This is an optimization exercise on Yosys and OpenROAD, whose aim is small area, a short achievable clock period and few clock cycles, not a production implementation.
In this exercise RTL edits were held to simulation tests only and were not proved equivalent to the original.

$ cat design.v
`timescale 1ns/10ps
module gs_csa #(parameter W = 8) (x, y, z, s, c);
input  [W-1:0] x, y, z;
output [W-1:0] s, c;
assign s = x ^ y ^ z;
assign c = {(x[W-2:0] & y[W-2:0]) | (x[W-2:0] & z[W-2:0]) | (y[W-2:0] & z[W-2:0]), 1'b0};
endmodule
module gs_pre (m3, m2, p1, p2, b, rs, rc);
input  [48:0] m3, m2, p1, p2;
input  [15:0] b;
output [54:0] rs, rc;
wire [54:0] e3 = {{6{m3[48]}}, m3};
wire [54:0] e1 = {{6{p1[48]}}, p1};
wire [54:0] f2 = {{6{m2[48]}}, m2};
wire [54:0] g2 = {{6{p2[48]}}, p2};
wire [54:0] q0 = e3;
wire [54:0] q1 = e1 << 3;
wire [54:0] q2 = e1 << 2;
wire [54:0] q3 = e1;
wire [54:0] q4 = {{7{b[15]}}, b, 32'b0} + {55'h1 << 52} + 55'd16;
wire [54:0] q5 = f2 << 1;
wire [54:0] q6 = {~f2[51:0], 3'b000};                  
wire [54:0] q7 = g2 << 1;
wire [54:0] q8 = {~g2[51:0], 3'b000};                  
wire [54:0] s1, c1, s2, c2, s3, c3, s4, c4, s5, c5, s6, c6, s7, c7;
gs_csa #(55) k1 (q0, q1, q2, s1, c1);
gs_csa #(55) k2 (q3, q4, q5, s2, c2);
gs_csa #(55) k3 (q6, q7, q8, s3, c3);
gs_csa #(55) k4 (s1, c1, s2, s4, c4);
gs_csa #(55) k5 (c2, s3, c3, s5, c5);
gs_csa #(55) k6 (s4, c4, s5, s6, c6);
gs_csa #(55) k7 (s6, c6, c5, s7, c7);
assign rs = s7;
assign rc = c7;
endmodule
module gs_row (rs, rc, m1, p3, v);
input  [54:0] rs, rc;
input  [48:0] m1, p3;
output [48:0] v;
wire [54:0] e1 = {{6{m1[48]}}, m1};
wire [54:0] e3 = {{6{p3[48]}}, p3};
wire [54:0] s1, c1, s2, c2, s3, c3, s4, c4, s5, c5, s6, c6;
gs_csa #(55) k1 (rs, rc, e1 << 3, s1, c1);
gs_csa #(55) k2 (e1 << 2, e1, e3, s2, c2);
gs_csa #(55) k3 (s1, c1, s2, s3, c3);
gs_csa #(55) k4 (s3, c3, c2, s4, c4);       
gs_csa #(55) k5 (s4, c4, s4 << 1, s5, c5);
gs_csa #(55) k6 (s5, c5, c4 << 1, s6, c6);  
wire [52:0] ab = s4[52:0] + c4[52:0];
wire [54:0] u  = s6 + c6;
wire [80:0] w0 = {28'b0, ab};
wire [80:0] w1 = {24'b0, u, 2'b0};
wire [80:0] w2 = {20'b0, u, 6'b0};
wire [80:0] w3 = {16'b0, u, 10'b0};
wire [80:0] w4 = {12'b0, u, 14'b0};
wire [80:0] w5 = { 8'b0, u, 18'b0};
wire [80:0] w6 = { 4'b0, u, 22'b0};
wire [80:0] w7 = {u, 26'b0};
wire [80:0] w8 = {29'h0 - 29'h0CCCCCCD, 52'b0};      
wire [80:0] t1, d1, t2, d2, t3, d3, t4, d4, t5, d5, t6, d6, t7, d7;
gs_csa #(81) m1_ (w0, w1, w2, t1, d1);
gs_csa #(81) m2_ (w3, w4, w5, t2, d2);
gs_csa #(81) m3_ (w6, w7, w8, t3, d3);
gs_csa #(81) m4_ (t1, d1, t2, t4, d4);
gs_csa #(81) m5_ (d2, t3, d3, t5, d5);
gs_csa #(81) m6_ (t4, d4, t5, t6, d6);
gs_csa #(81) m7_ (t6, d6, d5, t7, d7);
wire [80:0] pr = t7 + d7;
assign v = pr[80:32];
endmodule
module GSIM ( clk, reset, in_en, b_in, out_valid, x_out, iter_cnt);
input   clk ;
input   reset;
input   in_en;
output  out_valid;
input   [15:0]  b_in;
output  [31:0]  x_out;
output  [9:0]   iter_cnt;
localparam WS = 49;      
localparam WA = 55;      
reg  [WS*16-1:0] S;      
reg  [16*16-1:0] B;      
reg  [3:0]       ph;     
reg  [9:0]       nst;    
reg  [9:0]       ndone;  
reg              done;
reg  [1:0]       osel;   
reg  [3:0]       act;    
reg  [3:0]       fq;     
reg  [3:0]       acc;    
reg  [WA*4-1:0]  RS, RC; 
reg  [6*4-1:0]   msk;    
reg  [7*4-1:0]   grp;    
assign out_valid = done;
assign iter_cnt  = ndone;
wire gs = (ph[1:0] == 2'd0) && (ph[3:2] == nst[1:0] + 2'd1) && !nst[9] && !done;
wire [3:0] phn = reset ? 4'd0 : ph + 4'd1;
wire [WS*4-1:0] nv;
wire [WA*4-1:0] RS_n, RC_n;
wire [6*4-1:0]  msk_n;
wire [7*4-1:0]  grp_n;
wire [3:0] now_v, row15, row1, cq;
genvar g;
generate for (g = 0; g < 4; g = g + 1) begin : u
    wire [3:0] row = ph + 4*g;           
    wire [3:0] rn  = phn + 4*g;          
    wire [3:0] rnn = rn + 4'd1;          
    assign msk_n[6*g +: 6] = {rn >= 4'd1, rn <= 4'd12,
                              rnn >= 4'd3, rnn >= 4'd2, rnn <= 4'd14, rnn <= 4'd13};
    wire [WS-1:0] cur = S[WS*(4*g)             +: WS];
    wire [WS-1:0] sm2 = S[WS*((4*g + 14) % 16) +: WS];
    wire [WS-1:0] sm1 = S[WS*((4*g + 15) % 16) +: WS];
    wire [WS-1:0] sp2 = S[WS*((4*g + 2) % 16)  +: WS];
    wire [WS-1:0] sp3 = S[WS*((4*g + 3) % 16)  +: WS];
    wire [15:0]   bn  = B[16*((4*g + 1) % 16)  +: 16];
    wire [WS-1:0] m1  = sm1 & {WS{msk[6*g + 5]}};
    wire [WS-1:0] p3  = sp3 & {WS{msk[6*g + 4]}};
    gs_row ur (RS[WA*g +: WA], RC[WA*g +: WA], m1, p3, nv[WS*g +: WS]);
    wire [WS-1:0] m3n = sm2 & {WS{msk[6*g + 3]}};
    wire [WS-1:0] m2n = sm1 & {WS{msk[6*g + 2]}};
    wire [WS-1:0] p1n = sp2 & {WS{msk[6*g + 1]}};
    wire [WS-1:0] p2n = sp3 & {WS{msk[6*g + 0]}};
    gs_pre up (m3n, m2n, p1n, p2n, bn, RS_n[WA*g +: WA], RC_n[WA*g +: WA]);
    assign now_v[g] = act[g] | (gs & (row == 4'd0));
    assign row15[g] = (row == 4'd15);
    assign row1[g]  = (row == 4'd1);
    wire [WS-1:0] dif = nv[WS*g +: WS] ^ cur;
    genvar k;
    for (k = 0; k < 7; k = k + 1) begin : gr
        assign grp_n[7*g + k] = now_v[g] & (|dif[7*k +: 7]);
    end
    assign cq[g] = |grp[7*g +: 7];
end endgenerate
reg  [WS*16-1:0] S_n;
reg  [16*16-1:0] B_n;
integer p;
always @(*) begin
    for (p = 0; p < 15; p = p + 1) begin
        S_n[WS*p +: WS] = S[WS*(p + 1) +: WS];
        B_n[16*p +: 16] = B[16*(p + 1) +: 16];
    end
    S_n[WS*15 +: WS] = in_en  ? {{(WS-44){b_in[15]}}, b_in[15:4], 32'b0} :
                       now_v[0] ? nv[0 +: WS] : S[0 +: WS];
    B_n[16*15 +: 16] = in_en ? b_in : B[0 +: 16];
    if (now_v[1]) S_n[WS*3  +: WS] = nv[WS*1 +: WS];
    if (now_v[2]) S_n[WS*7  +: WS] = nv[WS*2 +: WS];
    if (now_v[3]) S_n[WS*11 +: WS] = nv[WS*3 +: WS];
end
wire       fin    = |fq;
wire       finchg = |(fq & (acc | cq));
wire [1:0] fint   = {fq[3] | fq[2], fq[3] | fq[1]};
always @(posedge clk) begin
    S   <= S_n;
    B   <= B_n;
    RS  <= RS_n;
    RC  <= RC_n;
    msk <= msk_n;
    grp <= grp_n;
    ph  <= phn;
    if (reset) begin
        nst   <= 10'd0;
        ndone <= 10'd0;
        done  <= 1'b0;
        osel  <= 2'd0;
        act   <= 4'd0;
        fq    <= 4'd0;
        acc   <= 4'd0;
    end else begin
        nst   <= nst + {9'd0, gs};
        act   <= now_v & ~row15;
        fq    <= now_v & row15;
        acc   <= (acc & ~row1) | cq;
        if (fin & !done) begin
            ndone <= ndone + 10'd1;
            if (!finchg || ndone == 10'd511) begin
                done <= 1'b1;
                osel <= fint;
            end
        end
    end
end
reg [31:0] xo;
always @(*) begin
    case (osel)
        2'd0: xo = S[WS*15 + 16 +: 32];
        2'd1: xo = S[WS*3  + 16 +: 32];
        2'd2: xo = S[WS*7  + 16 +: 32];
        default: xo = S[WS*11 + 16 +: 32];
    endcase
end
assign x_out = xo;
endmodule
$ cat run.sh
#!/bin/bash
# synth_recipe.tcl (not shown) runs the flow's synth.tcl, then flattens the netlist and writes it again
# the make line also repeats each setting of config.mk as NAME=value (left out here)
make -C /OpenROAD-flow-scripts/flow DESIGN_CONFIG=/design/flow/config.mk WORK_HOME=/design/flow/orfs CLKGATE_MAP_FILE= SYNTH_SCRIPT=/design/flow/synth_recipe.tcl finish
$ cat config.mk
export PLATFORM = sky130hd
export DESIGN_NAME = GSIM
export DESIGN_NICKNAME = GSIM
export VERILOG_FILES = /design/flow/design.v
export SDC_FILE = /design/flow/constraint.sdc
export NUM_CORES = 4
export LEC_CHECK = 0
export CAP_MARGIN = 20
export CORE_MARGIN = 2
export CORE_UTILIZATION = 40
export PLACE_DENSITY = 0.5
export SLEW_MARGIN = 20
$ cat constraint.sdc
create_clock -name core_clock -period 20.0 [get_ports {clk}]
set_input_delay 4.0000 -clock core_clock [delete_from_list [all_inputs] [get_ports {clk}]]
set_output_delay 4.0000 -clock core_clock [all_outputs]
set_load 0.01 [all_outputs]
==> impl_metrics.py, run 1 <==
metrics = {
    "run_status": {
        "status": "timing/DRC/antenna clean",
    },
    "place": {
        "numPortBuffers": 61,
        "place_congestion": 0.973,
        "hpwl_mm": 503,
    },
    "global_routing": {
        "grtUsageTotal_pct": 26.2,
        "grt_pass1_vias": 127000,
        "antenna_found_initial": 76,
        "grt_pass1_wl_mm": 848,
        "grt_overflow": 0,
        "grt_max_degree": 55,
    },
    "clock_tree": {
        "cts_buffer_depth": 4,
        "cts_tree": "yes",
        "clk_pin_slew_ns": 0.06,
        "hold_buffers": 0,
        "cts_setup_buffers": 0,
        "clk_latency_ns": 0.94,
        "post_cts_resized": 0,
        "clock-root-buffer": "clkbuf_16",
        "cts.sinks": 1559,
        "cts_buffers": 192,
        "htreeDepth": 4,
    },
    "setup_path": {
        "cp_slowest_stage_delay_ns": 0.84,
        "crit_type": "register to register",
        "setup.worst_path.end_class": "register",
        "start_kind": "register",
        "arrival_ns": 15.57,
        "crit_top_cell": "fa_1",
        "crit_slowest_cell": "a2111oi_0",
        "critPathBufInv": 7,
        "worstPathMaxFanout": 36,
        "critPathRequiredTime_ns": 20.79,
        "cpLargestDelayFamily": "adder cells",
    },
    "route": {
        "viasPerCell": 4.96,
        "drt_wl_total_mm": 571,
        "drt_iter0_drc": 7479,
        "drc_errors": 0,
        "via_count": 116000,
        "drtPass1Iterations": 8,
        "ant_nets": 0,
        "wire_per_inst_um": 24.4,
    },
    "logic_synthesis": {
        "ys_seq_area_share_pct": 17.8,
        "ys_ff_latch": 1559,
        "syn_avg_cell_area_um2": 10.2,
        "synth_cell_types": 95,
        "syn-instance-count": 17100,
        "synth_area_um2": 175000,
        "synth-edff-count": 0,
        "yosys_warnings": 1,
        "syn_nets": 22200,
        "ys.flop_type": "dfxtp_1",
        "synthArstFlopShare_pct": 0,
    },
    "timing": {
        "rsz0062_at_grt": "false",
        "final-max-slew-violation-count": 0,
        "fmax_mhz": 67.7,
        "setup_tns_ns": 0,
        "setup_viol": 0,
        "worst_pin_slew_ns": 1.18,
        "hold_viol": 0,
        "period_needed_ns": 14.78,
        "post-route-period-util_pct": 73.9,
        "slew_headroom_pct": 21.1,
        "finClkSkew_ns": 0.0851,
    },
    "die": {
        "die_area_um2": 443000,
        "die_height_um": 666,
        "start_util_pct": 40.2,
        "die_w_um": 666,
        "ioPinCount": 62,
        "std_cell_rows": 242,
        "coreArea_um2": 435000,
    },
    "worst_hold_path": {
        "hp-class": "register to register",
    },
    "final_layout": {
        "final_nets": 22400,
        "fillCellCount": 42100,
        "drive_gt1_share_pct": 4.56,
        "area.growth.synth_to_final_pct": 9.00,
    },
    "flow_run": {
        "maxCapViolCount": 0,
    },
}
-- cells by family (layout without fill, tap and decap cells) --
family / after synthesis / in the layout / synth area share [%]
mux: 124 / 124 / 0.993
other cells: 0 / 88 / 0
buf+inv: 4640 / 5054 / 9.95
compound gates: 2089 / 2089 / 7.67
flops: 1559 / 1559 / 17.8
xor+xnor: 932 / 932 / 4.69
fa+ha+maj: 5018 / 5018 / 51.1
simple gates: 2786 / 2786 / 7.77
-- synth_stat cells, types with 23 or more instances --
cell / count / area share, %
xnor2_1: 566 / 2.8
nand4_1: 92 / 0.33
o31ai_1: 38 / 0.16
nor4_1: 47 / 0.17
nand3_1: 133 / 0.38
xor2_1: 362 / 1.8
o21a_1: 82 / 0.35
inv_1: 4403 / 9.4
and2_1: 587 / 2.1
o21ai_0: 408 / 1.2
a21o_1: 388 / 1.7
dfxtp_1: 1559 / 18
nand2_1: 1102 / 2.4
a211o_1: 23 / 0.12
o211ai_1: 36 / 0.15
a211oi_1: 62 / 0.27
mux4_2: 32 / 0.41
nor3_1: 74 / 0.21
and3_1: 84 / 0.30
a31oi_1: 70 / 0.25
nor2b_1: 85 / 0.30
a21oi_1: 634 / 1.8
nor2_1: 369 / 0.79
ha_1: 1439 / 10
or3_1: 24 / 0.086
nand2b_1: 112 / 0.40
clkbuf_1: 222 / 0.48
o21bai_1: 112 / 0.48
fa_1: 3564 / 41
mux2_2: 78 / 0.50
-- cell usage in the layout, fill, tap and decap left out, drive strengths merged, types with 82 or more instances in the layout --
cell,Yosys,layout
inv,4403,4419
fa,3564,3564
dfxtp,1559,1559
ha,1439,1439
nand2,1102,1102
a21oi,639,639
and2,588,588
xnor2,566,566
o21ai,419,419
a21o,388,388
nor2,369,369
xor2,362,362
buf,14,241
clkbuf,223,241
nand3,133,133
nand2b,112,112
o21bai,112,112
nand4,92,92
diode,0,88
nor2b,85,85
and3,84,84
o21a,82,82
-- worst reg2reg max path, delay by kind of cell, from the launching register on --
family                     cells  cell delay, ns
AOI/OAI and AO/OA             15            4.29
xor gates and xnor gates       3            0.74
adders and majority gates     11            5.29
buffers and inverters          7            1.14
DFF                            1            0.32
and+or+nand+nor               10            2.87
-- stage by stage --
stage	area [µm²]	util [%]	instances	hold slack (ns)	setup slack (ns)
floorplan	175000	-	17100	0.310	8.08
global placement	184000	42.3	22900	0.310	5.00
detailed placement	184000	42.3	22900	0.312	5.24
CTS	191000	43.8	23300	0.259	5.20
global route	191000	43.8	23300	0.276	4.64
finish	191000	43.9	23400	0.266	5.22
-- cell type report --
cell class              count  area [µm²]  share of cell area (%)
multi-input cells       10900      127000                    66.4
well taps                5734        7170                    3.76
flip-flops and latches   1559       31200                    16.4
clock inverters           110        1240                   0.651
diodes                     88         220                   0.115
clock buffers             241        5290                    2.77
inverters                4403       16500                    8.66
repair buffers            300        2390                    1.25
-- final timing paths --
path                         from         endpoint  slack [ns]  depth (start not counted)
setup / recovery  msk[23]$_DFF_P_  grp[27]$_DFF_P_        5.22                         46
hold / removal      B[32]$_DFF_P_    B[16]$_DFF_P_        0.27                          0
setup reg to reg  msk[23]$_DFF_P_  grp[27]$_DFF_P_        5.22                         46
hold reg to reg     B[32]$_DFF_P_    B[16]$_DFF_P_        0.27                          0
-- routing by layer --
layer / share of wire, % / GRT usage (%) / up-vias
met5: 0.0023 / 0 / -
met4: 3.7 / 8.19 / 2
met3: 5.3 / 3.43 / 602
met2: 46 / 42.5 / 2646
met1: 45 / 36.3 / 59800
li1: - / - / 52900
-- flip-flops by register name, summed over array words and instances (netlist names) --
name	count
B	256
fq	4
nst	10
RC	208
msk	24
ndone	10
act	4
done	1
S	784
acc	4
grp	28
osel	2
ph	4
RS	220
Testbench counts, summed over its fixed seeds: cycles 32,524.
==> run 2: changes to the inputs <==
--- a/design.v
+++ b/design.v
@@ -83,2 +83,4 @@
 reg  [3:0]       ph;     
+reg  [3:0]       phb, phc;  
+reg  [3*2*4-1:0] mkc;    
 reg  [9:0]       nst;    
@@ -97,2 +99,5 @@
 wire [3:0] phn = reset ? 4'd0 : ph + 4'd1;
+wire [3:0] phbn = reset ? 4'd0 : phb + 4'd1;
+wire [3:0] phcn = reset ? 4'd0 : phc + 4'd1;
+wire [3*2*4-1:0] mkc_n;
 wire [WS*4-1:0] nv;
@@ -107,4 +112,3 @@
     wire [3:0] rnn = rn + 4'd1;          
-    assign msk_n[6*g +: 6] = {rn >= 4'd1, rn <= 4'd12,
-                              rnn >= 4'd3, rnn >= 4'd2, rnn <= 4'd14, rnn <= 4'd13};
+    assign msk_n[6*g +: 6] = {2'b00, rnn >= 4'd3, rnn >= 4'd2, rnn <= 4'd14, rnn <= 4'd13};
     wire [WS-1:0] cur = S[WS*(4*g)             +: WS];
@@ -115,4 +119,9 @@
     wire [15:0]   bn  = B[16*((4*g + 1) % 16)  +: 16];
-    wire [WS-1:0] m1  = sm1 & {WS{msk[6*g + 5]}};
-    wire [WS-1:0] p3  = sp3 & {WS{msk[6*g + 4]}};
+    wire [3:0] rnb = phbn + 4*g;
+    wire [3:0] rnc = phcn + 4*g;
+    assign mkc_n[6*g +: 6] = {rnc >= 4'd1, rnc <= 4'd12, rnb >= 4'd1, rnb <= 4'd12, rn >= 4'd1, rn <= 4'd12};
+    wire [WS-1:0] e1  = {{17{mkc[6*g + 5]}}, {16{mkc[6*g + 3]}}, {16{mkc[6*g + 1]}}};
+    wire [WS-1:0] e3  = {{17{mkc[6*g + 4]}}, {16{mkc[6*g + 2]}}, {16{mkc[6*g + 0]}}};
+    wire [WS-1:0] m1  = sm1 & e1;
+    wire [WS-1:0] p3  = sp3 & e3;
     gs_row ur (RS[WA*g +: WA], RC[WA*g +: WA], m1, p3, nv[WS*g +: WS]);
@@ -157,2 +166,5 @@
     msk <= msk_n;
+    mkc <= mkc_n;
+    phb <= phbn;
+    phc <= phcn;
     grp <= grp_n;
==> flow/run.sh (new file) <==
#!/bin/bash
# Layout flow: the standard synthesis and layout, with two changes.
# 1. After the standard synthesis, fixinv.py flips the polarity of full-adder
#    cells where that removes inverters (a full adder is self-dual); the logic
#    function and every register stay as they are.
# 2. The layout's timing repair aims for extra setup slack (SETUP_SLACK_MARGIN 8)
#    so that the achieved period shrinks; constraints are unchanged.
# Each tool's output goes to a log file of its own in this folder.
set -euo pipefail
R=orfs/results/${FLOW_PLATFORM:-sky130hd}/GSIM/base
bash standard.sh synth > synth.log 2>&1
python3 flow/fixinv.py $R/1_2_yosys.v $R/1_2_yosys_fixinv.v > fixinv.log 2>&1
cp $R/1_2_yosys.v $R/1_2_yosys_orig.v
cp $R/1_2_yosys_fixinv.v $R/1_2_yosys.v
touch $R/1_2_yosys.v
bash standard.sh finish SETUP_SLACK_MARGIN=8 > layout.log 2>&1
==> flow/fixinv.py (new file) <==
#!/usr/bin/env python3
"""Remove inverters around full adders in a flat sky130 netlist.

A full adder is self-dual: FA(~a, ~b, ~c) = (~sum, ~cout).  Synthesis maps
carry-save trees onto fa cells with arbitrary polarity and puts inverters
between them.  This flips the polarity of a full adder whenever that lowers
the inverter count, repeating until nothing improves.  The logic function of
the netlist does not change; registers and ports are left as they are.

usage: fixinv.py IN.v OUT.v
"""
import re, sys

src = open(sys.argv[1]).read()
m = re.search(r'^\s*sky130_fd_sc_hd__\w+\s+\S+\s*\(', src, re.M)
head = src[:m.start()]
tail_i = src.rindex('endmodule')
body = src[m.start():tail_i]
tail = src[tail_i:]

cell_re = re.compile(r'\s*(sky130_fd_sc_hd__\w+)\s+(\S+)\s*\((.*?)\);', re.S)
pin_re = re.compile(r'\.(\w+)\(\s*(.*?)\s*\)\s*(?:,|$)', re.S)
OUTS = {'X', 'Y', 'Q', 'Q_N', 'SUM', 'COUT'}

cells = {}      # name -> [type, {pin: net}]
order = []
pos = 0
for cm in cell_re.finditer(body):
    assert body[pos:cm.start()].strip() == '', body[pos:cm.start()][:200]
    pos = cm.end()
    typ, name, pins = cm.group(1), cm.group(2), cm.group(3)
    pd = {}
    for pm in pin_re.finditer(pins.strip()):
        pd[pm.group(1)] = pm.group(2).strip()
    cells[name] = [typ, pd]
    order.append(name)
assert body[pos:].strip() == ''

# port nets (anything named in the port list) count as fixed loads/drivers
ports = set()
for pm in re.finditer(r'^\s*(input|output)\s+(\[[^\]]*\]\s*)?(\S+);', head, re.M):
    ports.add(pm.group(3))
def is_port(net):
    return net.split('[')[0].lstrip('\\').strip() in {p.lstrip('\\') for p in ports} and not net.startswith('_')

drv = {}
loads = {}
def add_load(net, c, p):
    loads.setdefault(net, set()).add((c, p))
def rm_load(net, c, p):
    loads[net].discard((c, p))
for c in order:
    typ, pd = cells[c]
    for p, n in pd.items():
        if p in OUTS:
            drv[n] = (c, p)
        else:
            add_load(n, c, p)

def is_inv(c):
    return c in cells and cells[c][0].startswith('sky130_fd_sc_hd__inv_')
def is_fa(c):
    return c in cells and cells[c][0].startswith('sky130_fd_sc_hd__fa_')

inv_of = {}     # net -> an inverter whose input is net
for c in order:
    if is_inv(c):
        inv_of.setdefault(cells[c][1]['A'], set()).add(c)

cnt = [0]
newwires = []
def newnet():
    cnt[0] += 1
    n = '_fixinv_n%d_' % cnt[0]
    newwires.append(n)
    return n
def newinv(a):
    cnt[0] += 1
    c = '_fixinv_c%d_' % cnt[0]
    y = newnet()
    cells[c] = ['sky130_fd_sc_hd__inv_1', {'A': a, 'Y': y}]
    order.append(c)
    drv[y] = (c, 'Y')
    add_load(a, c, 'A')
    inv_of.setdefault(a, set()).add(c)
    return c, y
def delcell(c):
    typ, pd = cells.pop(c)
    for p, n in pd.items():
        if p in OUTS:
            del drv[n]
        else:
            rm_load(n, c, p)
    if typ.startswith('sky130_fd_sc_hd__inv_'):
        inv_of[pd['A']].discard(c)

def inv_out_ok(j):
    # an inverter on an FA output can be bypassed if its output is not a port
    return not is_port(cells[j][1]['Y'])

def gain(f):
    pd = cells[f][1]
    g = 0
    seen = {}
    for p in ('A', 'B', 'CIN'):
        n = pd[p]
        d = drv.get(n)
        if d and is_inv(d[0]):
            seen[d[0]] = seen.get(d[0], 0) + 1
        else:
            if not inv_of.get(n):
                g -= 1
    for i, k in seen.items():
        if len(loads[cells[i][1]['Y']]) == k:
            g += 1
    for p in ('SUM', 'COUT'):
        n = pd[p]
        other = is_port(n)
        for (c, q) in loads.get(n, ()):
            if is_inv(c) and inv_out_ok(c):
                g += 1
            else:
                other = True
        if other:
            g -= 1
    return g

def flip(f):
    pd = cells[f][1]
    for p in ('A', 'B', 'CIN'):
        n = pd[p]
        d = drv.get(n)
        if d and is_inv(d[0]):
            i = d[0]
            m_ = cells[i][1]['A']
            rm_load(n, f, p)
            pd[p] = m_
            add_load(m_, f, p)
            if not loads[n]:
                delcell(i)
        else:
            js = inv_of.get(n)
            if js:
                y = cells[next(iter(js))][1]['Y']
            else:
                _, y = newinv(n)
            rm_load(n, f, p)
            pd[p] = y
            add_load(y, f, p)
    for p in ('SUM', 'COUT'):
        n = pd[p]
        o2 = newnet()
        del drv[n]
        pd[p] = o2
        drv[o2] = (f, p)
        other = is_port(n)
        for (c, q) in list(loads.get(n, ())):
            if is_inv(c) and inv_out_ok(c):
                k = cells[c][1]['Y']
                for (c2, q2) in list(loads.get(k, ())):
                    rm_load(k, c2, q2)
                    cells[c2][1][q2] = o2
                    add_load(o2, c2, q2)
                delcell(c)
            else:
                other = True
        if other:
            # regenerate n = ~o2 with a new inverter driving n itself
            cnt[0] += 1
            c = '_fixinv_c%d_' % cnt[0]
            cells[c] = ['sky130_fd_sc_hd__inv_1', {'A': o2, 'Y': n}]
            order.append(c)
            drv[n] = (c, 'Y')
            add_load(o2, c, 'A')
            inv_of.setdefault(o2, set()).add(c)

before = sum(1 for c in cells if is_inv(c))
for it in range(50):
    changed = 0
    for f in list(order):
        if is_fa(f) and gain(f) > 0:
            flip(f)
            changed += 1
    if not changed:
        break
after = sum(1 for c in cells if is_inv(c))
sys.stderr.write('fixinv: inverters %d -> %d after %d passes\n' % (before, after, it + 1))

out = [head.rstrip('\n') + '\n']
for n in newwires:
    out.append('  wire %s;\n' % n)
for c in order:
    if c not in cells:
        continue
    typ, pd = cells[c]
    out.append('  %s %s (\n' % (typ, c))
    out.append(',\n'.join('    .%s(%s)' % (p, n if not n.startswith('\\') else n + ' ') for p, n in pd.items()))
    out.append('\n  );\n')
out.append(tail)
open(sys.argv[2], 'w').write(''.join(out))
==> standard.sh (new file) <==
#!/bin/bash
# synth_recipe.tcl (not shown) runs the flow's synth.tcl, then flattens the netlist and writes it again
# the make line also repeats each setting of config.mk as NAME=value (left out here)
make -C /OpenROAD-flow-scripts/flow DESIGN_CONFIG=/design/flow/config.mk WORK_HOME=/design/flow/orfs CLKGATE_MAP_FILE= SYNTH_SCRIPT=/design/flow/synth_recipe.tcl "${@:-finish}"
removed: run.sh
==> run 2 against run 1 <==
Net effect: still clean on timing, DRC and antenna; maximum frequency increased by 23%; global-route usage increased by 0.27 points; cell count decreased by 13%; synthesized cell count decreased by 17%; first-iteration DRC count decreased by 0.74%; non-clock buffer count increased by 272; critical path depth decreased by 4; critical path type unchanged.
==> impl_metrics.py, run 2 <==
metrics = {
    "setup_path": {
        "setup.worst_path.end_class": "register",
        "arrival_ns": 12.74,
        "worstPathMaxFanout": 11,
        "critPathRequiredTime_ns": 20.78,
        "crit_type": "register to register",
        "crit_top_cell": "fa_1",
        "cp_slowest_stage_delay_ns": 0.59,
        "start_kind": "register",
        "crit_slowest_cell": "fa_1",
    },
    "worst_hold_path": {
        "hp-class": "register to register",
    },
    "timing": {
        "finClkSkew_ns": 0.111,
        "hold_viol": 0,
        "slew_headroom_pct": 20.8,
        "period_needed_ns": 11.97,
        "fmax_mhz": 83.6,
        "post-route-period-util_pct": 59.8,
        "worst_pin_slew_ns": 1.18,
        "final-max-slew-violation-count": 0,
        "setup_tns_ns": 0,
        "rsz0062_at_grt": "true",
        "setup_viol": 0,
    },
    "global_routing": {
        "grt_pass1_vias": 116000,
        "grt_max_degree": 88,
        "grtUsageMet1_pct": 36.4,
        "grt_pass1_wl_mm": 803,
        "met3_usage_pct": 2.84,
        "antenna_found_initial": 10,
        "grtUsageTotal_pct": 26.4,
        "busiest_layer": "met2",
        "grt_overflow": 0,
        "grtUsageMet2_pct": 43.2,
    },
    "die": {
        "start_util_pct": 40.1,
        "coreArea_um2": 412000,
        "die_area_um2": 418000,
        "std_cell_rows": 236,
        "die_height_um": 647,
        "die_w_um": 647,
        "ioPinCount": 62,
    },
    "logic_synthesis": {
        "syn_nets": 19300,
        "syn-instance-count": 14300,
        "syn_avg_cell_area_um2": 11.6,
        "synth_area_um2": 165000,
        "yosys_warnings": 1,
    },
    "route": {
        "via_count": 107000,
        "drt_iter0_drc": 7424,
        "wire_per_inst_um": 26.4,
        "drc_errors": 0,
        "drt_wl_total_mm": 540,
        "viasPerCell": 5.24,
        "ant_nets": 0,
        "drtPass1Iterations": 6,
    },
    "clock_tree": {
        "cts_tree": "yes",
        "cts.sinks": 1583,
        "cts_buffers": 182,
        "htreeDepth": 4,
        "cts_buffer_depth": 4,
        "clock-root-buffer": "clkbuf_16",
        "clk_latency_ns": 0.96,
        "clk_pin_slew_ns": 0.07,
    },
    "final_layout": {
        "reg.largest.list": "S: 784 flops, B: 256 flops, RS: 220 flops",
        "final_nets": 19800,
        "regMostFlops": "S",
        "final_cell_mix": "fa_1, dfxtp_1, inv_1, ha_1, nand2_1",
        "design_area_um2": 188000,
        "area.growth.synth_to_final_pct": 13.5,
        "drive_gt1_share_pct": 12.9,
        "largest_reg_flops": 784,
        "mostFrequentLayoutCell": "fa_1",
    },
    "place": {
        "place_area_um2": 174000,
        "place_congestion": 0.952,
        "hpwl_mm": 471,
        "numPortBuffers": 61,
    },
    "flow_run": {
        "maxCapViolCount": 0,
    },
    "run_status": {
        "status": "timing/DRC/antenna clean",
    },
}
## run 2: worst max-delay path: cells and delay by family, from the launching register on
| family | cells | cell delay (ns) |
|---|---|---|
| DFF | 1 | 0.35 |
| buffers and inverters | 6 | 0.96 |
| AOI/OAI and AO/OA | 18 | 3.74 |
| adders and majority gates | 11 | 5.27 |
| and+or+nand+nor | 4 | 0.54 |
| xor gates and xnor gates | 3 | 0.94 |
## run 2: cell type report
| type | count | area, µm² |
|---|---|---|
| Fill cell | 38800 | 225000 |
| Multi-Input combinational cell | 11100 | 132000 |
| Sequential cell | 1583 | 31900 |
| Tap cell | 5474 | 6850 |
| Inverter | 1393 | 5260 |
| Clock buffer | 230 | 5040 |
| Timing Repair Buffer | 572 | 4710 |
| Clock inverter | 103 | 1310 |
| Antenna cell | 14 | 35.0 |
## run 2: timing repair
action | in CTS | in global routing
pin swaps | 91 | 276
buffers inserted | 87 | 163
hold buffers | 0 | 0
gates cloned | 0 | 1
endpoints found under the setup margin | 207 | 133
resized for setup | 556 | 592
## run 2: path summary, 6_finish.rpt
check | slack, ns | start | cells after the start | to
setup / recovery | 8.03 | mkc[19]$_DFF_P_ | 42 | grp[25]$_DFF_P_
hold / removal | 0.27 | B[126]$_DFF_P_ | 0 | B[110]$_DFF_P_
setup reg to reg | 8.03 | mkc[19]$_DFF_P_ | 42 | grp[25]$_DFF_P_
hold reg to reg | 0.27 | B[126]$_DFF_P_ | 0 | B[110]$_DFF_P_
## run 2: per-stage QoR
stage	hold slack (ns)	setup WS [ns]	instances	util (%)
after global routing	0.277	7.61	20400	45.5
final	0.268	8.03	20400	45.5
after global placement	0.310	5.00	19800	42.2
after CTS	0.271	7.91	20300	44.5
after detailed placement	0.312	5.06	19800	42.2
after floorplan	0.310	8.14	14300	-
## run 2: per-layer routing
layer / up-vias / routed length, µm
li1: 47900 / -
met1: 56000 / 237000
met2: 2495 / 254000
met3: 564 / 23200
met4: 2 / 25300
met5: - / 13
Testbench counts of run 2, summed over its fixed seeds: cycles 32,524.
==> run 3: changes to the inputs <==
--- a/design.v
+++ b/design.v
@@ -35,6 +35,8 @@
 endmodule
-module gs_row (rs, rc, m1, p3, v);
+module gs_row (rs, rc, m1, p3, old, v, ne);
 input  [54:0] rs, rc;
 input  [48:0] m1, p3;
+input  [48:0] old;
 output [48:0] v;
+output [6:0]  ne;    
 wire [54:0] e1 = {{6{m1[48]}}, m1};
@@ -69,2 +71,11 @@
 assign v = pr[80:32];
+wire [32:0] lo = {1'b0, t7[31:0]} + {1'b0, d7[31:0]};
+wire [48:0] ht = t7[80:32];
+wire [48:0] hd = d7[80:32];
+wire [48:0] kc = {(ht[47:0] & hd[47:0]) | ((ht[47:0] ^ hd[47:0]) & ~old[47:0]), lo[32]};
+wire [48:0] df = ht ^ hd ^ old ^ kc;
+genvar k;
+generate for (k = 0; k < 7; k = k + 1) begin : gr
+    assign ne[k] = |df[7*k +: 7];
+end endgenerate
 endmodule
@@ -126,3 +137,4 @@
     wire [WS-1:0] p3  = sp3 & e3;
-    gs_row ur (RS[WA*g +: WA], RC[WA*g +: WA], m1, p3, nv[WS*g +: WS]);
+    wire [6:0] ne;
+    gs_row ur (RS[WA*g +: WA], RC[WA*g +: WA], m1, p3, cur, nv[WS*g +: WS], ne);
     wire [WS-1:0] m3n = sm2 & {WS{msk[6*g + 3]}};
@@ -135,7 +147,3 @@
     assign row1[g]  = (row == 4'd1);
-    wire [WS-1:0] dif = nv[WS*g +: WS] ^ cur;
-    genvar k;
-    for (k = 0; k < 7; k = k + 1) begin : gr
-        assign grp_n[7*g + k] = now_v[g] & (|dif[7*k +: 7]);
-    end
+    assign grp_n[7*g +: 7] = ne & {7{now_v[g]}};
     assign cq[g] = |grp[7*g +: 7];
--- a/flow/run.sh
+++ b/flow/run.sh
@@ -5,3 +5,3 @@
 #    function and every register stay as they are.
-# 2. The layout's timing repair aims for extra setup slack (SETUP_SLACK_MARGIN 8)
+# 2. The layout's timing repair aims for extra setup slack (SETUP_SLACK_MARGIN 10)
 #    so that the achieved period shrinks; constraints are unchanged.
@@ -15,2 +15,2 @@
 touch $R/1_2_yosys.v
-bash standard.sh finish SETUP_SLACK_MARGIN=8 > layout.log 2>&1
+bash standard.sh finish SETUP_SLACK_MARGIN=10 > layout.log 2>&1
==> run 3 against run 2 <==
Net effect: cell count increased by 5.6%; sequential cell count did not move; via count grew 6.9%; cell area grew 8.1%; die area rose by 3.2%; sequential share of layout area is 1.2 points lower; highest routed layer unchanged.
==> impl_metrics.py, run 3 <==
metrics = {
    "route": {
        "drt_wl_total_mm": 604,
        "drt_iter0_drc": 8290,
        "wire_per_inst_um": 28.0,
        "via_count": 114000,
        "drc_errors": 0,
        "ant_nets": 0,
        "drtPass1Iterations": 9,
        "viasPerCell": 5.30,
    },
    "logic_synthesis": {
        "syn_avg_cell_area_um2": 11.5,
        "syn-instance-count": 14900,
        "yosys_warnings": 1,
        "syn_nets": 20100,
        "synth_area_um2": 171000,
    },
    "timing": {
        "fmax_mhz": 89.0,
        "worst_pin_slew_ns": 1.26,
        "setup_tns_ns": 0,
        "fin_ws_ns": 8.76,
        "finClkSkew_ns": 0.134,
        "hold_viol": 0,
        "rsz0062_at_grt": "true",
        "final-max-slew-violation-count": 0,
        "slew_headroom_pct": 16.0,
        "setup_viol": 0,
        "period_needed_ns": 11.24,
        "post-route-period-util_pct": 56.2,
    },
    "final_layout": {
        "drive_gt1_share_pct": 19.3,
        "utilization_pct": 47.8,
        "reg.largest.list": "S: 784 flops, B: 256 flops, RS: 220 flops",
        "final_cell_mix": "fa_1, inv_1, dfxtp_1, ha_1, nand2_1",
        "area.growth.synth_to_final_pct": 18.9,
        "mostFrequentLayoutCell": "fa_1",
        "largest_reg_flops": 784,
        "final_nets": 21000,
        "regMostFlops": "S",
        "fillCellCount": 39200,
    },
    "place": {
        "place_congestion": 0.968,
        "numPortBuffers": 61,
        "hpwl_mm": 519,
        "place_ws_ns": 6.66,
    },
    "setup_path": {
        "crit_type": "register to register",
        "r2r_start": "mkc[13]$_DFF_P_",
        "regToRegSetupSlack_ns": 8.76,
        "cp_slowest_stage_delay_ns": 0.60,
        "worstPathMaxFanout": 4,
        "crit_top_cell": "fa_2",
        "start_kind": "register",
        "rr_endpoint": "S[375]$_DFF_P_",
        "ff2ff_path_depth": 44,
        "critPathRequiredTime_ns": 20.75,
        "arrival_ns": 11.99,
        "setup.worst_path.end_class": "register",
        "crit_slowest_cell": "fa_2",
    },
    "global_routing": {
        "grt_pass1_wl_mm": 886,
        "grt_max_degree": 55,
        "grt_pass1_vias": 123000,
        "grtUsageTotal_pct": 28.4,
        "grt_overflow": 0,
        "antenna_found_initial": 33,
    },
    "run_status": {
        "status": "timing/DRC/antenna clean",
    },
    "clock_tree": {
        "clk_pin_slew_ns": 0.06,
        "clk_latency_ns": 0.94,
        "htreeDepth": 4,
        "clock-root-buffer": "clkbuf_16",
        "hold_buffers": 0,
        "cts.sinks": 1583,
        "cts_tree": "yes",
        "cts_buffers": 190,
        "cts_buffer_depth": 4,
    },
    "die": {
        "die_w_um": 657,
        "ioPinCount": 62,
        "die_height_um": 657,
        "std_cell_rows": 239,
        "coreArea_um2": 424000,
        "start_util_pct": 40.2,
        "die_area_um2": 432000,
    },
    "flow_run": {
        "maxCapViolCount": 0,
    },
    "worst_hold_path": {
        "worst_hold_startpoint": "S[73]$_DFF_P_",
        "hold_path_end": "S[24]$_DFF_P_",
        "holdPathStages": 0,
        "hp-class": "register to register",
    },
}
## run 3: layout make-up
class	count	area, µm²	share of cell area [%]
clock buffer	250	5420	2.67
multi-input combinational	11200	142000	69.9
sequential	1583	32000	15.8
antenna	19	47.5	0.0235
timing repair buffer	937	8240	4.07
inverter	1814	6930	3.42
tap	5663	7090	3.50
clock inverter	89	1370	0.675
## run 3: worst max-delay path by stage
| stage | cells past startpoint | end | startpoint | slack [ns] |
|---|---|---|---|---|
| floorplan | 40 | S[391]$_DFF_P_ | mkc[13]$_DFF_P_ | 9.60 |
| global placement | 35 | S[391]$_DFF_P_ | mkc[15]$_DFF_P_ | 6.43 |
| detailed placement | 35 | S[391]$_DFF_P_ | mkc[15]$_DFF_P_ | 6.66 |
| CTS | 41 | S[375]$_DFF_P_ | mkc[13]$_DFF_P_ | 8.84 |
| global route | 44 | S[391]$_DFF_P_ | mkc[13]$_DFF_P_ | 8.50 |
| finish | 44 | S[375]$_DFF_P_ | mkc[13]$_DFF_P_ | 8.76 |
## run 3: critical path: cells and delay by family, from the launching register on
family / cells / cell delay [ns]
AOI/OAI and AO/OA: 19 / 3.28
xor gates and xnor gates: 1 / 0.27
adders and majority gates: 12 / 5.17
buffers and inverters: 7 / 0.91
DFF: 1 / 0.36
and+or+nand+nor: 5 / 1.08
## run 3: what timing repair did
action / 4_1_cts / 5_1_grt
gates resized for setup: 1671 / 688
buffers inserted: 433 / 235
pin swaps: 578 / 542
setup endpoints to repair: 223 / 210
## run 3: routing by layer
layer	global-route usage, %	wire [µm]	part of all wire, %
met5	0	126	0.021
met4	9.82	26300	4.4
met3	4.29	35600	5.9
met2	45.0	278000	46
met1	39.9	264000	44
## run 3: through the flow
step | hold WS (ns) | instance area (µm²) | cells
after CTS | 0.219 | 198000 | 21300
after detailed placement | 0.312 | 180000 | 20600
after global placement | 0.310 | 180000 | 20500
after global routing | 0.236 | 203000 | 21600
final | 0.225 | 203000 | 21600
after floorplan | 0.310 | 172000 | 14900
Testbench counts of run 3, summed over its fixed seeds: cycles 32,524.
==> run 4: changes to the inputs <==
--- a/design.v
+++ b/design.v
@@ -6,2 +6,36 @@
 assign c = {(x[W-2:0] & y[W-2:0]) | (x[W-2:0] & z[W-2:0]) | (y[W-2:0] & z[W-2:0]), 1'b0};
+endmodule
+module gs_bk #(parameter W = 8, parameter L = 3) (x, y, s);
+input  [W-1:0] x, y;
+output [W-1:0] s;
+wire [W-1:0] gu [0:L];
+wire [W-1:0] pu [0:L];
+wire [W-1:0] gd [0:L];
+assign gu[0] = x & y;
+assign pu[0] = x ^ y;
+genvar l, i;
+generate
+    for (l = 1; l <= L; l = l + 1) begin : up
+        for (i = 0; i < W; i = i + 1) begin : b
+            if ((i + 1) % (1 << l) == 0) begin : n
+                assign gu[l][i] = gu[l-1][i] | (pu[l-1][i] & gu[l-1][i - (1 << (l-1))]);
+                assign pu[l][i] = pu[l-1][i] & pu[l-1][i - (1 << (l-1))];
+            end else begin : w
+                assign gu[l][i] = gu[l-1][i];
+                assign pu[l][i] = pu[l-1][i];
+            end
+        end
+    end
+    assign gd[L] = gu[L];
+    for (l = L; l >= 1; l = l - 1) begin : dn
+        for (i = 0; i < W; i = i + 1) begin : b
+            if ((i + 1) % (1 << l) == (1 << (l-1)) && i >= (1 << l)) begin : n
+                assign gd[l-1][i] = gd[l][i] | (pu[l-1][i] & gd[l][i - (1 << (l-1))]);
+            end else begin : w
+                assign gd[l-1][i] = gd[l][i];
+            end
+        end
+    end
+endgenerate
+assign s = pu[0] ^ {gd[0][W-2:0], 1'b0};
 endmodule
@@ -50,3 +84,4 @@
 gs_csa #(55) k6 (s5, c5, c4 << 1, s6, c6);  
-wire [52:0] ab = s4[52:0] + c4[52:0];
+wire [52:0] ab;
+gs_bk #(53, 6) kab (s4[52:0], c4[52:0], ab);
 wire [54:0] u  = s6 + c6;
--- a/flow/run.sh
+++ b/flow/run.sh
@@ -5,3 +5,3 @@
 #    function and every register stay as they are.
-# 2. The layout's timing repair aims for extra setup slack (SETUP_SLACK_MARGIN 10)
+# 2. The layout's timing repair aims for extra setup slack (SETUP_SLACK_MARGIN 9)
 #    so that the achieved period shrinks; constraints are unchanged.
@@ -15,2 +15,2 @@
 touch $R/1_2_yosys.v
-bash standard.sh finish SETUP_SLACK_MARGIN=10 > layout.log 2>&1
+bash standard.sh finish SETUP_SLACK_MARGIN=9 > layout.log 2>&1
--- a/config.mk
+++ b/config.mk
@@ -10,2 +10,3 @@
 export CORE_UTILIZATION = 40
+export CTS_BUF_LIST = sky130_fd_sc_hd__clkbuf_8
 export PLACE_DENSITY = 0.5
==> run 4 against run 3 <==
Net effect: still clean on timing, DRC and antenna; largest cell class unchanged; sequential share of layout area grew 0.48 points; cell count shrank 2.0%; global-route usage rose by 0.56 points; clock-buffer cell count grew 125; setup slack worse by 0.10 ns; critical path depth fell by 3; area after synthesis decreased by 1.1%; synthesized cell count shrank 3.9%.
==> impl_metrics.py, run 4 <==
metrics = {
    "run_status": {
        "status": "timing/DRC/antenna clean",
    },
    "setup_path": {
        "crit_type": "register to register",
        "rr_endpoint": "S[587]$_DFF_P_",
        "crit_top_cell": "fa_1",
        "setup.worst_path.end_class": "register",
        "arrival_ns": 12.18,
        "regToRegSetupSlack_ns": 8.66,
        "crit_slowest_cell": "fa_2",
        "r2r_start": "S[562]$_DFF_P_",
        "start_kind": "register",
        "critPathRequiredTime_ns": 20.84,
        "ff2ff_path_depth": 41,
        "startpoint": "S[562]$_DFF_P_",
        "cp_slowest_stage_delay_ns": 0.61,
        "worstPathMaxFanout": 6,
    },
    "place": {
        "hpwl_mm": 526,
        "numPortBuffers": 61,
        "place_congestion": 0.968,
    },
    "clock_tree": {
        "clk_pin_slew_ns": 0.06,
        "htreeDepth": 5,
        "clock-root-buffer": "clkbuf_8",
        "cts.sinks": 1583,
        "cts_buffer_depth": 4,
        "clk_latency_ns": 1.12,
        "cts_tree": "yes",
        "cts_buffers": 312,
    },
    "timing": {
        "hold_viol": 0,
        "fin_worst_hold_slack_ns": 0.283,
        "final-max-slew-violation-count": 0,
        "worst_pin_slew_ns": 1.23,
        "post-route-period-util_pct": 56.7,
        "finClkSkew_ns": 0.152,
        "setup_viol": 0,
        "fmax_mhz": 88.2,
        "period_needed_ns": 11.34,
        "slew_headroom_pct": 17.4,
        "rsz0062_at_grt": "true",
        "setup_tns_ns": 0,
    },
    "final_layout": {
        "mostFrequentLayoutCell": "fa_1",
        "final_cell_mix": "fa_1, inv_1, dfxtp_1, ha_1, nand2_1",
        "regMostFlops": "S",
        "drive_gt1_share_pct": 18.4,
        "utilization_pct": 47.0,
        "fillCellCount": 38700,
        "largest_reg_flops": 784,
        "reg.largest.list": "S: 784 flops, B: 256 flops, RS: 220 flops",
        "final_nets": 20600,
        "area.growth.synth_to_final_pct": 17.1,
    },
    "die": {
        "start_util_pct": 40.2,
        "die_w_um": 653,
        "coreArea_um2": 420000,
        "ioPinCount": 62,
        "std_cell_rows": 238,
        "die_height_um": 653,
        "die_area_um2": 427000,
    },
    "route": {
        "drc_errors": 0,
        "drt_wl_total_mm": 611,
        "drt_iter0_drc": 7393,
        "via_count": 111000,
        "wire_per_inst_um": 28.9,
        "ant_nets": 0,
        "viasPerCell": 5.27,
        "drtPass1Iterations": 6,
    },
    "logic_synthesis": {
        "syn_avg_cell_area_um2": 11.8,
        "synth_area_um2": 169000,
        "syn-instance-count": 14300,
        "yosys_warnings": 2,
        "syn_nets": 19600,
    },
    "worst_hold_path": {
        "holdPathStages": 0,
        "hp-class": "register to register",
        "worst_hold_startpoint": "S[90]$_DFF_P_",
        "hold_path_end": "S[41]$_DFF_P_",
    },
    "global_routing": {
        "antenna_found_initial": 101,
        "grtUsageTotal_pct": 29.0,
        "grt_max_degree": 105,
        "grt_pass1_wl_mm": 884,
        "grt_pass1_vias": 124000,
        "grt_overflow": 0,
    },
    "flow_run": {
        "maxCapViolCount": 0,
    },
}
-- run 4: cell count changes in the layout (fill, tap and decap cells not counted), sizes merged, moves of 19 or more --
cell,delta
a21oi,-128
clkbuf,+125
xnor2,-98
fa,+89
inv,-82
nor2,-80
o21ai,-73
diode,+64
and3,-23
a211oi,-21
buf,-20
clkinv,+19
-- run 4: area by class of cell --
class | count | area, µm² | area share [%]
sequential | 1583 | 32100 | 16.3
clock inverter | 192 | 1780 | 0.903
tap | 5520 | 6910 | 3.50
timing repair buffer | 915 | 7790 | 3.95
clock buffer | 375 | 5160 | 2.61
multi-input combinational | 10800 | 137000 | 69.5
antenna | 83 | 208 | 0.105
inverter | 1644 | 6270 | 3.18
-- run 4: worst max path at each step --
stage                     endpoint  cells after the start
floorplan           S[587]$_DFF_P_                     39
global placement    S[192]$_DFF_P_                     36
detailed placement  S[192]$_DFF_P_                     36
CTS                 S[587]$_DFF_P_                     42
global route        S[587]$_DFF_P_                     42
finish              S[587]$_DFF_P_                     41
-- run 4: metrics by stage --
stage	setup WS, ns	instances	cell area [µm²]
finish	8.66	21100	197000
global route	8.36	21100	197000
CTS	8.59	20700	192000
detailed placement	6.16	19900	177000
global placement	5.85	19900	177000
floorplan	9.13	14300	169000
-- run 4: metal layers --
metal	vias up	part of all wire (%)	track usage [%]
met5	-	0.012	0
met4	10	4.9	11.4
met3	918	6.1	4.78
met2	3188	46	45.9
met1	59000	43	39.8
li1	48400	-	-
-- run 4: worst max-delay path: cells and delay by family (launching register included) --
family | cells | cell delay [ns]
adder cells (fa/ha/maj) | 11 | 5.11
AO/OA/AOI/OAI | 17 | 3.20
AND/OR/NAND/NOR | 5 | 1.44
buffers and inverters | 7 | 0.94
flip-flops | 1 | 0.29
XOR/XNOR | 1 | 0.14
-- run 4: timing repair --
item,CTS,global route
buffers inserted,295,318
pin swaps,309,590
hold buffers,0,0
gates cloned,0,1
setup endpoints to repair,216,158
gates resized for setup,1240,757
Testbench counts of run 4, summed over its fixed seeds: cycles 32,524.
==> run 5: changes to the inputs <==
--- a/flow/run.sh
+++ b/flow/run.sh
@@ -5,3 +5,3 @@
 #    function and every register stay as they are.
-# 2. The layout's timing repair aims for extra setup slack (SETUP_SLACK_MARGIN 9)
+# 2. The layout's timing repair aims for extra setup slack (SETUP_SLACK_MARGIN 8)
 #    so that the achieved period shrinks; constraints are unchanged.
@@ -15,2 +15,2 @@
 touch $R/1_2_yosys.v
-bash standard.sh finish SETUP_SLACK_MARGIN=9 > layout.log 2>&1
+bash standard.sh finish SETUP_SLACK_MARGIN=8 > layout.log 2>&1
--- a/config.mk
+++ b/config.mk
@@ -10,3 +10,2 @@
 export CORE_UTILIZATION = 40
-export CTS_BUF_LIST = sky130_fd_sc_hd__clkbuf_8
 export PLACE_DENSITY = 0.5
==> run 5 against run 4 <==
Net effect: via count down 3.2%; first-iteration DRC count up 6.8%; cell area fell by 5.7%; critical path type unchanged.
==> impl_metrics.py, run 5 <==
metrics = {
    "global_routing": {
        "antenna_found_initial": 114,
        "busiest_layer": "met2",
        "grtUsageMet1_pct": 38.2,
        "grtUsageMet2_pct": 43.9,
        "met3_usage_pct": 4.98,
        "grt_max_degree": 84,
        "grtUsageTotal_pct": 27.8,
        "grt_pass1_vias": 121000,
        "grt_overflow": 0,
        "grt_pass1_wl_mm": 850,
    },
    "clock_tree": {
        "clk_pin_slew_ns": 0.06,
        "htreeDepth": 4,
        "cts_tree": "yes",
        "cts_buffer_depth": 4,
        "clk_latency_ns": 0.93,
        "cts_buffers": 194,
        "clock-root-buffer": "clkbuf_16",
        "hold_buffers": 0,
        "cts.sinks": 1583,
    },
    "die": {
        "ioPinCount": 62,
        "die_area_um2": 427000,
        "coreArea_um2": 420000,
        "die_w_um": 653,
        "std_cell_rows": 238,
        "start_util_pct": 40.2,
        "die_height_um": 653,
    },
    "setup_path": {
        "regToRegSetupSlack_ns": 8.24,
        "crit_type": "register to register",
        "ff2ff_path_depth": 34,
        "rr_endpoint": "S[162]$_DFF_P_",
        "cp_slowest_stage_delay_ns": 0.79,
        "crit_top_cell": "fa_1",
        "setup.worst_path.end_class": "register",
        "worstPathMaxFanout": 7,
        "start_kind": "register",
        "cpLargestDelayFamily": "adder cells",
        "r2r_start": "S[151]$_DFF_P_",
        "crit_slowest_cell": "xnor2_1",
        "critPathRequiredTime_ns": 20.65,
        "critPathBufInv": 3,
        "arrival_ns": 12.41,
    },
    "logic_synthesis": {
        "syn_avg_cell_area_um2": 11.8,
        "yosys_warnings": 2,
        "syn_nets": 19600,
        "syn-instance-count": 14300,
        "synth_area_um2": 169000,
    },
    "route": {
        "viasPerCell": 5.29,
        "drt_wl_total_mm": 580,
        "ant_nets": 0,
        "drt_iter0_drc": 7895,
        "drtPass1Iterations": 5,
        "via_count": 108000,
        "drc_errors": 0,
        "wire_per_inst_um": 28.5,
    },
    "final_layout": {
        "regMostFlops": "S",
        "largest_reg_flops": 784,
        "area.growth.synth_to_final_pct": 10.4,
        "mostFrequentLayoutCell": "fa_1",
        "drive_gt1_share_pct": 7.70,
        "utilization_pct": 44.3,
        "design_area_um2": 186000,
        "reg.largest.list": "S: 784 flops, B: 256 flops, RS: 220 flops",
        "finalNonFillerCells": 20400,
        "final_nets": 20000,
        "final_cell_mix": "fa_1, inv_1, dfxtp_1, ha_1, nand2_1",
    },
    "timing": {
        "rsz0062_at_grt": "true",
        "fmax_mhz": 85.0,
        "hold_viol": 0,
        "setup_tns_ns": 0,
        "final-max-slew-violation-count": 0,
        "post-route-period-util_pct": 58.8,
        "fin_ws_ns": 8.24,
        "finClkSkew_ns": 0.0820,
        "period_needed_ns": 11.76,
        "setup_viol": 0,
        "slew_headroom_pct": 26.0,
        "fin_worst_hold_slack_ns": 0.311,
        "worst_pin_slew_ns": 1.10,
    },
    "run_status": {
        "status": "timing/DRC/antenna clean",
    },
    "place": {
        "place_area_um2": 177000,
        "hpwl_mm": 513,
        "dp.cells": 19900,
        "numPortBuffers": 61,
        "place_congestion": 0.980,
        "place_ws_ns": 6.21,
    },
    "worst_hold_path": {
        "hold_path_end": "B[50]$_DFF_P_",
        "holdPathStages": 0,
        "worst_hold_startpoint": "B[66]$_DFF_P_",
        "hp-class": "register to register",
    },
    "flow_run": {
        "maxCapViolCount": 0,
    },
}
[run 5: repair_timing]
action,CTS,global route
endpoints found under the setup margin,168,117
setup buffers,22,36
pin swaps,15,32
gates cloned,0,0
resized for setup,186,234
[run 5: worst max path at each step]
stage | slack [ns] | from | depth (start not counted) | endpoint
2_1_floorplan | 8.99 | mkc[7]$_DFF_P_ | 36 | S[188]$_DFF_P_
3_3_place_gp | 6.23 | mkc[12]$_DFF_P_ | 37 | S[391]$_DFF_P_
3_5_place_dp | 6.21 | mkc[12]$_DFF_P_ | 36 | S[391]$_DFF_P_
4_1_cts | 8.01 | S[360]$_DFF_P_ | 34 | S[383]$_DFF_P_
5_1_grt | 7.94 | S[155]$_DFF_P_ | 38 | S[188]$_DFF_P_
6_report | 8.24 | S[151]$_DFF_P_ | 34 | S[162]$_DFF_P_
[run 5: cell type report]
cell class	instances	area, µm²
diodes	70	175
clock buffers	250	5390
clock inverters	104	1260
fillers	39300	234000
inverters	1644	6180
multi-input cells	10800	131000
flip-flops and latches	1583	31900
well taps	5520	6910
repair buffers	376	3020
[run 5: worst reg2reg max path: cells and delay by family, from the launching register on]
kind            cells  cell delay [ns]
compound gates     10             2.37
simple gates        8             1.54
fa+ha+maj          11             5.49
buf+inv             3             0.67
xor+xnor            2             1.05
flops               1             0.46
[run 5: layer usage]
metal	wire length [µm]	vias to the layer above
li1	-	47000
met1	251000	56800
met2	265000	3307
met3	38900	741
met4	24700	2
met5	9	-
==> run 6: changes to the inputs <==
--- a/config.mk
+++ b/config.mk
@@ -9,4 +9,4 @@
 export CORE_MARGIN = 2
-export CORE_UTILIZATION = 40
-export PLACE_DENSITY = 0.5
+export CORE_UTILIZATION = 50
+export PLACE_DENSITY = 0.6
 export SLEW_MARGIN = 20
==> run 6 against run 5 <==
Net effect: sequential share of layout area up 0.099 points; first-iteration DRC count is 16% higher; sequential cell count unchanged; synthesized cell count unchanged; critical endpoint is now S[587]$_DFF_P_; still clean on timing, DRC and antenna; register-to-register slack improved by 0.05 ns; via count is 1.0% higher; clock-buffer cell count decreased by 16; global-route usage grew 5.3 points.
==> impl_metrics.py, run 6 <==
metrics = {
    "run_status": {
        "status": "timing/DRC/antenna clean",
    },
    "route": {
        "viasPerCell": 5.62,
        "drt_iter0_drc": 9137,
        "drc_errors": 0,
        "drt_wl_total_mm": 547,
        "via_count": 109000,
        "drtPass1Iterations": 6,
        "wire_per_inst_um": 28.2,
        "ant_nets": 0,
    },
    "setup_path": {
        "rr_endpoint": "S[587]$_DFF_P_",
        "regToRegSetupSlack_ns": 8.29,
        "crit_type": "register to register",
        "ff2ff_path_depth": 36,
        "critPathRequiredTime_ns": 20.74,
        "r2r_start": "S[556]$_DFF_P_",
        "cpLargestDelayFamily": "adder cells",
        "worstPathMaxFanout": 6,
        "crit_top_cell": "fa_1",
        "critPathBufInv": 2,
        "crit_slowest_cell": "fa_1",
        "arrival_ns": 12.46,
        "start_kind": "register",
        "setup.worst_path.end_class": "register",
        "cp_slowest_stage_delay_ns": 0.59,
    },
    "timing": {
        "worst_pin_slew_ns": 1.14,
        "fin_ws_ns": 8.29,
        "setup_tns_ns": 0,
        "period_needed_ns": 11.71,
        "hold_viol": 0,
        "finClkSkew_ns": 0.0741,
        "rsz0062_at_grt": "true",
        "post-route-period-util_pct": 58.6,
        "slew_headroom_pct": 23.6,
        "setup_viol": 0,
        "fmax_mhz": 85.4,
        "fin_worst_hold_slack_ns": 0.302,
        "final-max-slew-violation-count": 0,
    },
    "global_routing": {
        "grt_pass1_vias": 118000,
        "antenna_found_initial": 108,
        "grt_overflow": 0,
        "grt_pass1_wl_mm": 810,
        "grtUsageTotal_pct": 33.0,
        "grt_max_degree": 66,
    },
    "die": {
        "die_height_um": 585,
        "die_w_um": 585,
        "coreArea_um2": 336000,
        "std_cell_rows": 213,
        "die_area_um2": 342000,
        "ioPinCount": 62,
        "start_util_pct": 50.2,
    },
    "final_layout": {
        "finalNonFillerCells": 19400,
        "design_area_um2": 185000,
        "area.growth.synth_to_final_pct": 9.53,
        "reg.largest.list": "S: 784 flops, B: 256 flops, RS: 220 flops",
        "largest_reg_flops": 784,
        "fillCellCount": 28900,
        "regMostFlops": "S",
        "final_cell_mix": "fa_1, inv_1, dfxtp_1, ha_1, nand2_1",
        "drive_gt1_share_pct": 7.14,
        "utilization_pct": 55.0,
        "mostFrequentLayoutCell": "fa_1",
        "final_nets": 20000,
    },
    "clock_tree": {
        "cts_tree": "yes",
        "clk_latency_ns": 0.91,
        "clk_pin_slew_ns": 0.08,
        "cts.sinks": 1583,
        "cts_buffer_depth": 4,
        "htreeDepth": 4,
        "hold_buffers": 0,
        "clock-root-buffer": "clkbuf_16",
        "cts_buffers": 183,
    },
    "logic_synthesis": {
        "syn_avg_cell_area_um2": 11.8,
        "synth_area_um2": 169000,
        "yosys_warnings": 2,
        "syn-instance-count": 14300,
        "syn_nets": 19600,
    },
    "place": {
        "place_area_um2": 176000,
        "numPortBuffers": 61,
        "hpwl_mm": 477,
        "place_ws_ns": 6.75,
        "dp.cells": 18900,
        "place_congestion": 0.999,
    },
    "flow_run": {
        "maxCapViolCount": 0,
    },
    "worst_hold_path": {
        "hp-class": "register to register",
        "holdPathStages": 0,
        "hold_path_end": "S[17]$_DFF_P_",
        "worst_hold_startpoint": "S[66]$_DFF_P_",
    },
}
==> run 6: what timing repair did <==
| item | CTS | global route |
|---|---|---|
| endpoints found under the hold margin | 0 | 0 |
| buffers inserted | 6 | 54 |
| pin swaps | 8 | 30 |
| resized for setup | 106 | 226 |
| endpoints found under the setup margin | 139 | 136 |
==> run 6: worst max-delay path by stage <==
stage	startpoint	end	slack, ns	depth (start not counted)
6_report	S[556]$_DFF_P_	S[587]$_DFF_P_	8.29	36
5_1_grt	mkc[9]$_DFF_P_	S[192]$_DFF_P_	7.93	38
4_1_cts	S[557]$_DFF_P_	S[587]$_DFF_P_	7.95	38
3_5_place_dp	mkc[7]$_DFF_P_	S[188]$_DFF_P_	6.75	35
3_3_place_gp	mkc[13]$_DFF_P_	S[391]$_DFF_P_	6.87	34
2_1_floorplan	mkc[7]$_DFF_P_	S[188]$_DFF_P_	8.99	36
==> run 6: final cells by class <==
| class | instances | area [µm²] | share of cell area (%) |
|---|---|---|---|
| Antenna cell | 85 | 213 | 0.115 |
| Sequential cell | 1583 | 31800 | 17.2 |
| Clock buffer | 234 | 5030 | 2.72 |
| Timing Repair Buffer | 407 | 3270 | 1.77 |
| Tap cell | 4515 | 5650 | 3.06 |
| Clock inverter | 98 | 1380 | 0.745 |
| Inverter | 1644 | 6190 | 3.35 |
| Multi-Input combinational cell | 10800 | 131000 | 71.0 |
==> run 6: layer usage <==
metal	part of all wire (%)	wire length, µm	track usage (%)	vias up
li1	-	-	-	47000
met1	42	232000	46.8	57000
met2	44	239000	48.7	3958
met3	8.0	43800	6.69	887
met4	5.8	31600	15.8	20
met5	0.025	138	0	-
==> run 6: worst register-to-register path, delay by kind of cell (launching register included) <==
family,cells,cell delay [ns]
compound gates,17,3.73
fa+ha+maj,11,5.19
xor+xnor,2,0.52
flops,1,0.32
simple gates,4,1.48
buf+inv,2,0.31

==> re-timing with driven ports <==
The flow's constraints put no driver on any port. The routed layouts listed below were extracted and timed again, unchanged, in two steps.
Step 1 sets driving cells, clkbuf_16 on the clock port and buf_2 on the other inputs (assumed; they add their load-dependent delay and slew).
Step 2 adds t to the input delays and takes it off the output delays; t is the mean of the earliest and latest rising clock arrival at the registers after step 1. Input paths then give back, and output paths get back, about the clock's delay inside the block.
Three values: ideal, step 1, step 2; two values: the first two.
run	t, ns	setup slack, ns	slew at the worst register clock pin (ns)
run 1	1.012	5.225 / 5.225 / 5.225	0.07 / 0.07
run 2	1.006	8.033 / 8.033 / 8.033	0.07 / 0.07
run 3	0.982	8.764 / 8.764 / 8.764	0.07 / 0.07
run 4	1.157	8.663 / 8.663 / 8.663	0.07 / 0.07
run 5	1.004	8.240 / 8.240 / 8.240	0.07 / 0.07
run 6	0.969	8.286 / 8.286 / 8.286	0.08 / 0.08
After both steps every run listed still meets setup and hold.
